Background: an optimization exercise with open tools, aiming at small area, a short achievable clock period and few clock cycles per item. Do not read the settings as production practice.
Where RTL was checked, it was by simulation tests only, not by an equivalence proof against the original.
Power and IR drop assume default switching activity.

==> flow/design.v (excerpt) <==
module bitty_core (
    input clk, reset, run,                   
    input [15:0] instruction,                
    output done,                             
    output [15:0] reg_s,                     
    output [15:0] alu_result                 
);
==> module alu, before the edit <==
module alu (
    input  [15:0] A, B,
    input  [3:0]  ALU_Sel,
    input         mode,
    input         shift_multi,      
    input  [15:0] R, Q,             
    input         div_step,         
    input  [15:0] rs,               
    output [15:0] ALU_Result,
    output        cout
);
    wire [4:0] op = {mode, ALU_Sel};
    wire o_add  = (op == 5'h00), o_sub  = (op == 5'h01), o_mul  = (op == 5'h02),
         o_div  = (op == 5'h03), o_mod  = (op == 5'h04), o_inc  = (op == 5'h05),
         o_dec  = (op == 5'h06), o_gt   = (op == 5'h07), o_eq   = (op == 5'h08),
         o_lt   = (op == 5'h09), o_ge   = (op == 5'h0A), o_le   = (op == 5'h0B),
         o_neg  = (op == 5'h0C), o_addc = (op == 5'h0D), o_rsub = (op == 5'h0E),
         o_shl1 = (op == 5'h14), o_shr1 = (op == 5'h15), o_shl  = (op == 5'h16),
         o_shr  = (op == 5'h17), o_swap = (op == 5'h1B), o_eqm  = (op == 5'h1C);
    wire o_cmp = o_gt | o_lt | o_ge | o_le;
    wire arith = o_add | o_sub | o_inc | o_dec | o_neg | o_addc | o_rsub | o_shl1 | div_step;
    wire inv_a  = o_gt | o_le | o_neg | o_rsub;
    wire y_b    = o_add | o_addc | o_rsub | o_gt | o_le;
    wire y_nb   = o_sub | o_lt | o_ge | div_step;
    wire y_a    = o_shl1;                        
    wire y_ones = o_dec;
    wire cin    = o_sub | o_inc | o_neg | o_addc | o_rsub | o_cmp | div_step;
    wire b_zero = ~|B;
    wire shift_n0 = (o_shl | o_shr) & ~b_zero;
    reg [3:0] t;
    always @(*) begin
        case (op)
            5'h10: t = 4'b1000;   
            5'h11: t = 4'b1110;   
            5'h13: t = 4'b0011;   
            5'h16, 5'h17: t = 4'b1100;   
            5'h18: t = 4'b0111;   
            5'h19: t = 4'b0001;   
            5'h1A: t = 4'b1001;   
            5'h1D: t = 4'b0100;   
            5'h1E: t = 4'b1101;   
            5'h1F: t = 4'b1111;   
            5'h12, 5'h08, 5'h1C: t = 4'b0110;   
            default: t = 4'b0000;
        endcase
    end
    wire en_L = ~(o_eq | o_eqm) & ~shift_n0;
    wire en_R = o_mul | o_mod;
    wire en_Q = o_div | (shift_multi & (o_shl | o_shr));
    wire [15:0] p, g, h, L;
    wire [15:0] a_up = {1'b0, A[15:1]};
    wire [15:0] a_sw = {A[7:0], A[15:8]};
    wire        eq = ~|L;
    wire        e_all = o_eqm & eq;
    wire        e_0 = (o_eqm | o_eq) & eq;
    genvar i;
    generate
        for (i = 0; i < 16; i = i + 1) begin : gen_slice
            alu_slice s (
                .a(A[i]), .b(B[i]), .a_up(a_up[i]), .a_sw(a_sw[i]),
                .rs(rs[i]), .sel_rs(div_step),
                .r(R[i]), .q(Q[i]), .e(i == 0 ? e_0 : e_all),
                .inv_a(inv_a), .y_b(y_b), .y_nb(y_nb), .y_a(y_a), .y_ones(y_ones),
                .t(t), .en_L(en_L), .en_shr1(o_shr1), .en_sw(o_swap),
                .en_R(en_R), .en_Q(en_Q), .arith(arith),
                .p(p[i]), .g(g[i]), .L(L[i]), .h(h[i])
            );
        end
    endgenerate
    wire [15:0] c;
    prefix16 pf (.p(p), .g(g), .cin(cin), .c(c), .cout(cout));
    wire [15:0] cm = c & {16{~o_cmp}};
    assign ALU_Result = {h[15:1] ^ cm[15:1],
                         o_cmp ? (cout ^ (o_gt | o_lt)) : (h[0] ^ cin)};
endmodule
==> module alu_slice, before the edit <==
module alu_slice (
    input       a, b, a_up, a_sw, r, q, e, rs, sel_rs,
    input       inv_a, y_b, y_nb, y_a, y_ones,
    input [3:0] t,
    input       en_L, en_shr1, en_sw, en_R, en_Q, arith,
    output      p, g, L, h
);
    wire x = (~sel_rs & ~inv_a & a) | (~sel_rs & inv_a & ~a) | (sel_rs & rs);
    wire y = (y_b & b) | (y_nb & ~b) | (y_a & a) | y_ones;
    assign p = x ^ y;
    assign g = x & y;
    assign L = t[{a, b}];
    wire other = (en_L & L) | (en_shr1 & a_up) | (en_sw & a_sw) | e |
                 (en_R & r) | (en_Q & q);
    assign h = arith ? p : other;
endmodule
==> module prefix16, before the edit <==
module prefix16 (
    input  [15:0] p, g,
    input         cin,
    output [15:0] c,
    output        cout
);
    wire [15:0] G1, P1, G2, P2, G3, P3, G4;
    wire [15:0] g0 = {g[15:1], g[0] | (p[0] & cin)};
    genvar i;
    generate
        for (i = 0; i < 16; i = i + 1) begin : pf
            if (i % 2 == 1) begin
                assign G1[i] = g0[i] | (p[i] & g0[i-1]);
                assign P1[i] = p[i] & p[i-1];
            end else begin
                assign G1[i] = g0[i]; assign P1[i] = p[i];
            end
            if (i % 4 >= 2) begin
                assign G2[i] = G1[i] | (P1[i] & G1[(i/4)*4+1]);
                assign P2[i] = P1[i] & P1[(i/4)*4+1];
            end else begin
                assign G2[i] = G1[i]; assign P2[i] = P1[i];
            end
            if (i % 8 >= 4) begin
                assign G3[i] = G2[i] | (P2[i] & G2[(i/8)*8+3]);
                assign P3[i] = P2[i] & P2[(i/8)*8+3];
            end else begin
                assign G3[i] = G2[i]; assign P3[i] = P2[i];
            end
            if (i >= 8) begin
                assign G4[i] = G3[i] | (P3[i] & G3[7]);
            end else begin
                assign G4[i] = G3[i];
            end
        end
    endgenerate
    assign c = {G4[14:0], cin};
    assign cout = G4[15];
endmodule
==> module muldiv, before the edit <==
module muldiv (
    input             clk,
    input             first,      
    input             is_mul,
    input             is_div,     
    input             is_shr,     
    input      [15:0] A, B,
    output     [15:0] rs,         
    input      [15:0] d1,         
    input             c1,         
    output reg [15:0] R,
    output reg [15:0] Q
);
    wire [15:0] prod;
    mul16lo mul (.a(A), .b(B), .p(prod));
    wire [15:0] r   = first ? 16'd0 : R;
    wire [15:0] q   = first ? A : Q;
    assign rs = {r[14:0], q[15]};
    wire        ge1 = c1 | r[15];            
    wire [15:0] r1  = ge1 ? d1 : rs;
    wire [15:0] rs2 = {r1[14:0], q[14]};
    wire [15:0] nb  = ~B;
    wire [16:0] cy;
    wire [15:0] d2;
    assign cy[0] = 1'b1;
    genvar i;
    generate
        for (i = 0; i < 16; i = i + 1) begin : gen_sub
            fa f (.x(rs2[i]), .y(nb[i]), .z(cy[i]), .s(d2[i]), .c(cy[i + 1]));
        end
    endgenerate
    wire ge2 = cy[16] | r1[15];
    always @(posedge clk) begin
        R <= is_mul ? prod : (ge2 ? d2 : rs2);
        Q <= is_shr ? {1'b0, q[15:1]} : is_div ? {q[13:0], ge1, ge2} : {q[14:0], 1'b0};
    end
endmodule
clock: 40.0 ns
lec_check: 0
abc_area: 1
cap_margin: 20
core_margin: 2
core_utilization: 55
cts_buf_list: sky130_fd_sc_hd__clkbuf_8
slew_margin: 20
synth_hierarchical: 1
synth_minimum_keep_size: 0
standard.sh (not shown) runs the stock make flow with config.mk's settings and CLKGATE_MAP_FILE= SYNTH_SCRIPT=/design/flow/synth_recipe.tcl, a recipe that flattens the netlist after the stock synthesis.
==> flow/flow/run.sh <==
#!/bin/bash
# Own layout flow: the standard ORFS flow (standard.sh) with these changes:
#  - synthesis maps the logic with an area-oriented abc script
#    (flow/abc_myarea.script) instead of ORFS's delay-oriented one; the
#    flip-flops, flattening and renaming are the standard flow's (synth_recipe.tcl);
#  - the port buffers that placement inserts are buf_2 cells;
#  - the extra ORFS make variables in flow/make_args.txt, if any (one per
#    line), are passed to every make call.
# Each tool's output goes to the logs under orfs/logs and to flow_*.log here.
set -euo pipefail
HERE=$(pwd)
rm -rf scripts_mod
cp -r "$FLOW_HOME/scripts" scripts_mod
cp flow/abc_myarea.script scripts_mod/
python3 flow/patch_synth.py scripts_mod/synth.tcl
EXTRA=""
if [[ -f flow/make_args.txt ]]; then
  while read -r line; do
    [[ -n "$line" ]] && EXTRA="$EXTRA '$line'"
  done < flow/make_args.txt
fi
# standard.sh with our scripts folder, port buffer cell and extra variables
# added to its make call
sed -e "s|make -C |make SCRIPTS_DIR=$HERE/scripts_mod 'BUFFER_PORTS_ARGS=-buffer_cell sky130_fd_sc_hd__buf_2' $EXTRA -C |" standard.sh > standard_mod.sh
grep -q "SCRIPTS_DIR=$HERE/scripts_mod" standard_mod.sh
bash standard_mod.sh synth > flow_synth.log 2>&1
bash standard_mod.sh > flow_layout.log 2>&1
test -f out/final.def
==> flow/flow/abc_myarea.script <==
strash
dch
map -a
topo
stime -c
==> flow/flow/make_args.txt <==
SETUP_SLACK_MARGIN=19.5
==> flow/flow/patch_synth.py <==
#!/usr/bin/env python3
"""Patch a copy of ORFS's synth.tcl so that abc maps with abc_myarea.script
(area-oriented mapping) instead of ORFS's delay-oriented abc script. Only the
abc call changes: flip-flop mapping, flattening and renaming are untouched."""
import sys
f = sys.argv[1]
t = open(f).read()
old = '  log_cmd abc {*}$abc_args\n'
assert t.count(old) == 1, "abc call not found"
new = '  log_cmd abc {*}[lreplace $abc_args 1 1 $::env(SCRIPTS_DIR)/abc_myarea.script]\n'
open(f, 'w').write(t.replace(old, new))
The baseline passed the timing, DRC and antenna checks.
Testbench counts at the start, summed over its fixed seeds: cycles 14,932, instrs 12,000.
Rerun with:
--- a/flow/design.v
+++ b/flow/design.v
@@ -71,7 +71,7 @@
     wire arith = o_add | o_sub | o_inc | o_dec | o_neg | o_addc | o_rsub | o_shl1 | div_step;
     wire inv_a  = o_gt | o_le | o_neg | o_rsub;
     wire y_b    = o_add | o_addc | o_rsub | o_gt | o_le;
-    wire y_nb   = o_sub | o_lt | o_ge | div_step;
+    wire y_nb   = o_sub | o_lt | o_ge | o_eq | o_eqm | div_step;
     wire y_a    = o_shl1;                        
     wire y_ones = o_dec;
     wire cin    = o_sub | o_inc | o_neg | o_addc | o_rsub | o_cmp | div_step;
@@ -90,7 +90,7 @@
             5'h1D: t = 4'b0100;   
             5'h1E: t = 4'b1101;   
             5'h1F: t = 4'b1111;   
-            5'h12, 5'h08, 5'h1C: t = 4'b0110;   
+            5'h12: t = 4'b0110;   
             default: t = 4'b0000;
         endcase
     end
@@ -100,16 +100,13 @@
     wire [15:0] p, g, h, L;
     wire [15:0] a_up = {1'b0, A[15:1]};
     wire [15:0] a_sw = {A[7:0], A[15:8]};
-    wire        eq = ~|L;
-    wire        e_all = o_eqm & eq;
-    wire        e_0 = (o_eqm | o_eq) & eq;
     genvar i;
     generate
         for (i = 0; i < 16; i = i + 1) begin : gen_slice
             alu_slice s (
                 .a(A[i]), .b(B[i]), .a_up(a_up[i]), .a_sw(a_sw[i]),
                 .rs(rs[i]), .sel_rs(div_step),
-                .r(R[i]), .q(Q[i]), .e(i == 0 ? e_0 : e_all),
+                .r(R[i]), .q(Q[i]),
                 .inv_a(inv_a), .y_b(y_b), .y_nb(y_nb), .y_a(y_a), .y_ones(y_ones),
                 .t(t), .en_L(en_L), .en_shr1(o_shr1), .en_sw(o_swap),
                 .en_R(en_R), .en_Q(en_Q), .arith(arith),
@@ -118,13 +115,15 @@
         end
     endgenerate
     wire [15:0] c;
-    prefix16 pf (.p(p), .g(g), .cin(cin), .c(c), .cout(cout));
-    wire [15:0] cm = c & {16{~o_cmp}};
+    wire        eq;
+    prefix16 pf (.p(p), .g(g), .cin(cin), .c(c), .cout(cout), .pall(eq));
+    wire        o_flag = o_cmp | o_eq | o_eqm;
+    wire [15:0] cm = (c & {16{~o_flag}}) | {16{o_eqm & eq}};
     assign ALU_Result = {h[15:1] ^ cm[15:1],
-                         o_cmp ? (cout ^ (o_gt | o_lt)) : (h[0] ^ cin)};
+                         o_cmp ? (cout ^ (o_gt | o_lt)) : (o_eq | o_eqm) ? eq : (h[0] ^ cin)};
 endmodule
 module alu_slice (
-    input       a, b, a_up, a_sw, r, q, e, rs, sel_rs,
+    input       a, b, a_up, a_sw, r, q, rs, sel_rs,
     input       inv_a, y_b, y_nb, y_a, y_ones,
     input [3:0] t,
     input       en_L, en_shr1, en_sw, en_R, en_Q, arith,
@@ -135,7 +134,7 @@
     assign p = x ^ y;
     assign g = x & y;
     assign L = t[{a, b}];
-    wire other = (en_L & L) | (en_shr1 & a_up) | (en_sw & a_sw) | e |
+    wire other = (en_L & L) | (en_shr1 & a_up) | (en_sw & a_sw) |
                  (en_R & r) | (en_Q & q);
     assign h = arith ? p : other;
 endmodule
@@ -143,7 +142,8 @@
     input  [15:0] p, g,
     input         cin,
     output [15:0] c,
-    output        cout
+    output        cout,
+    output        pall           
 );
     wire [15:0] G1, P1, G2, P2, G3, P3, G4;
     wire [15:0] g0 = {g[15:1], g[0] | (p[0] & cin)};
@@ -176,6 +176,7 @@
         end
     endgenerate
     assign c = {G4[14:0], cin};
+    assign pall = P3[15] & P3[7];
     assign cout = G4[15];
 endmodule
 module fa (input x, y, z, output s, c);
@@ -204,16 +205,23 @@
     wire [15:0] r1  = ge1 ? d1 : rs;
     wire [15:0] rs2 = {r1[14:0], q[14]};
     wire [15:0] nb  = ~B;
-    wire [16:0] cy;
+    wire [8:0]  cl, c0, c1h;
     wire [15:0] d2;
-    assign cy[0] = 1'b1;
+    wire [7:0]  dh0, dh1;
+    assign cl[0]  = 1'b1;
+    assign c0[0]  = 1'b0;
+    assign c1h[0] = 1'b1;
     genvar i;
     generate
-        for (i = 0; i < 16; i = i + 1) begin : gen_sub
-            fa f (.x(rs2[i]), .y(nb[i]), .z(cy[i]), .s(d2[i]), .c(cy[i + 1]));
+        for (i = 0; i < 8; i = i + 1) begin : gen_sub
+            fa fl (.x(rs2[i]), .y(nb[i]), .z(cl[i]), .s(d2[i]), .c(cl[i + 1]));
+            fa f0 (.x(rs2[i + 8]), .y(nb[i + 8]), .z(c0[i]), .s(dh0[i]), .c(c0[i + 1]));
+            fa f1 (.x(rs2[i + 8]), .y(nb[i + 8]), .z(c1h[i]), .s(dh1[i]), .c(c1h[i + 1]));
         end
     endgenerate
-    wire ge2 = cy[16] | r1[15];
+    assign d2[15:8] = cl[8] ? dh1 : dh0;
+    wire cout2 = cl[8] ? c1h[8] : c0[8];
+    wire ge2 = cout2 | r1[15];
     always @(posedge clk) begin
         R <= is_mul ? prod : (ge2 ? d2 : rs2);
         Q <= is_shr ? {1'b0, q[15:1]} : is_div ? {q[13:0], ge1, ge2} : {q[14:0], 1'b0};
Outcome: The changed run went through all stages and came out clean; cell count grows by 3.3%; global-route usage increases by 1.8 points; routed wire length goes up by 7.3%; sequential share of layout area goes down by 0.88 points; worst setup slack got worse by 0.052 ns; first-iteration DRC count rose by 14%; design area rises by 2.9%; combinational power climbs by 4.3%.
Only the layout flow was run in the second run of this note; the RTL was not checked for function there.

[afterwards: timing with drivers on the ports]
No port has a modelled driver above. Below, the same layouts with a new extraction and two added sets of constraints. Step 1 (the two cells are an assumption about what drives the block):
set clk [get_ports {clk}]
set_driving_cell -lib_cell sky130_fd_sc_hd__clkbuf_16 $clk
set_driving_cell -lib_cell sky130_fd_sc_hd__buf_2 [delete_from_list [all_inputs] $clk]
Step 2 adds t to the input delays and takes it off the output delays; t is the mean of the earliest and latest rising clock arrival at the registers after step 1. Input paths then give back, and output paths get back, about the clock's delay inside the block. Three values: no drivers, after step 1, after step 2; two values: the first two.
run | shift t [ns] | setup WS [ns] | slew at the worst register clock pin (ns) | worst data-port slew with drivers (ns) | pins driven straight from the clock port
the first run | 0.516 | 19.778 / 19.757 / 19.722 | 0.10 / 0.10 | 0.03 | 1
the second run | 0.514 | 19.726 / 19.706 / 19.706 | 0.12 / 0.12 | 0.03 | 1
After both steps every run listed still meets setup and hold. The setup slack of the first run, which loses most, moves by -0.021 ns with the drivers and by -0.056 ns with both steps.
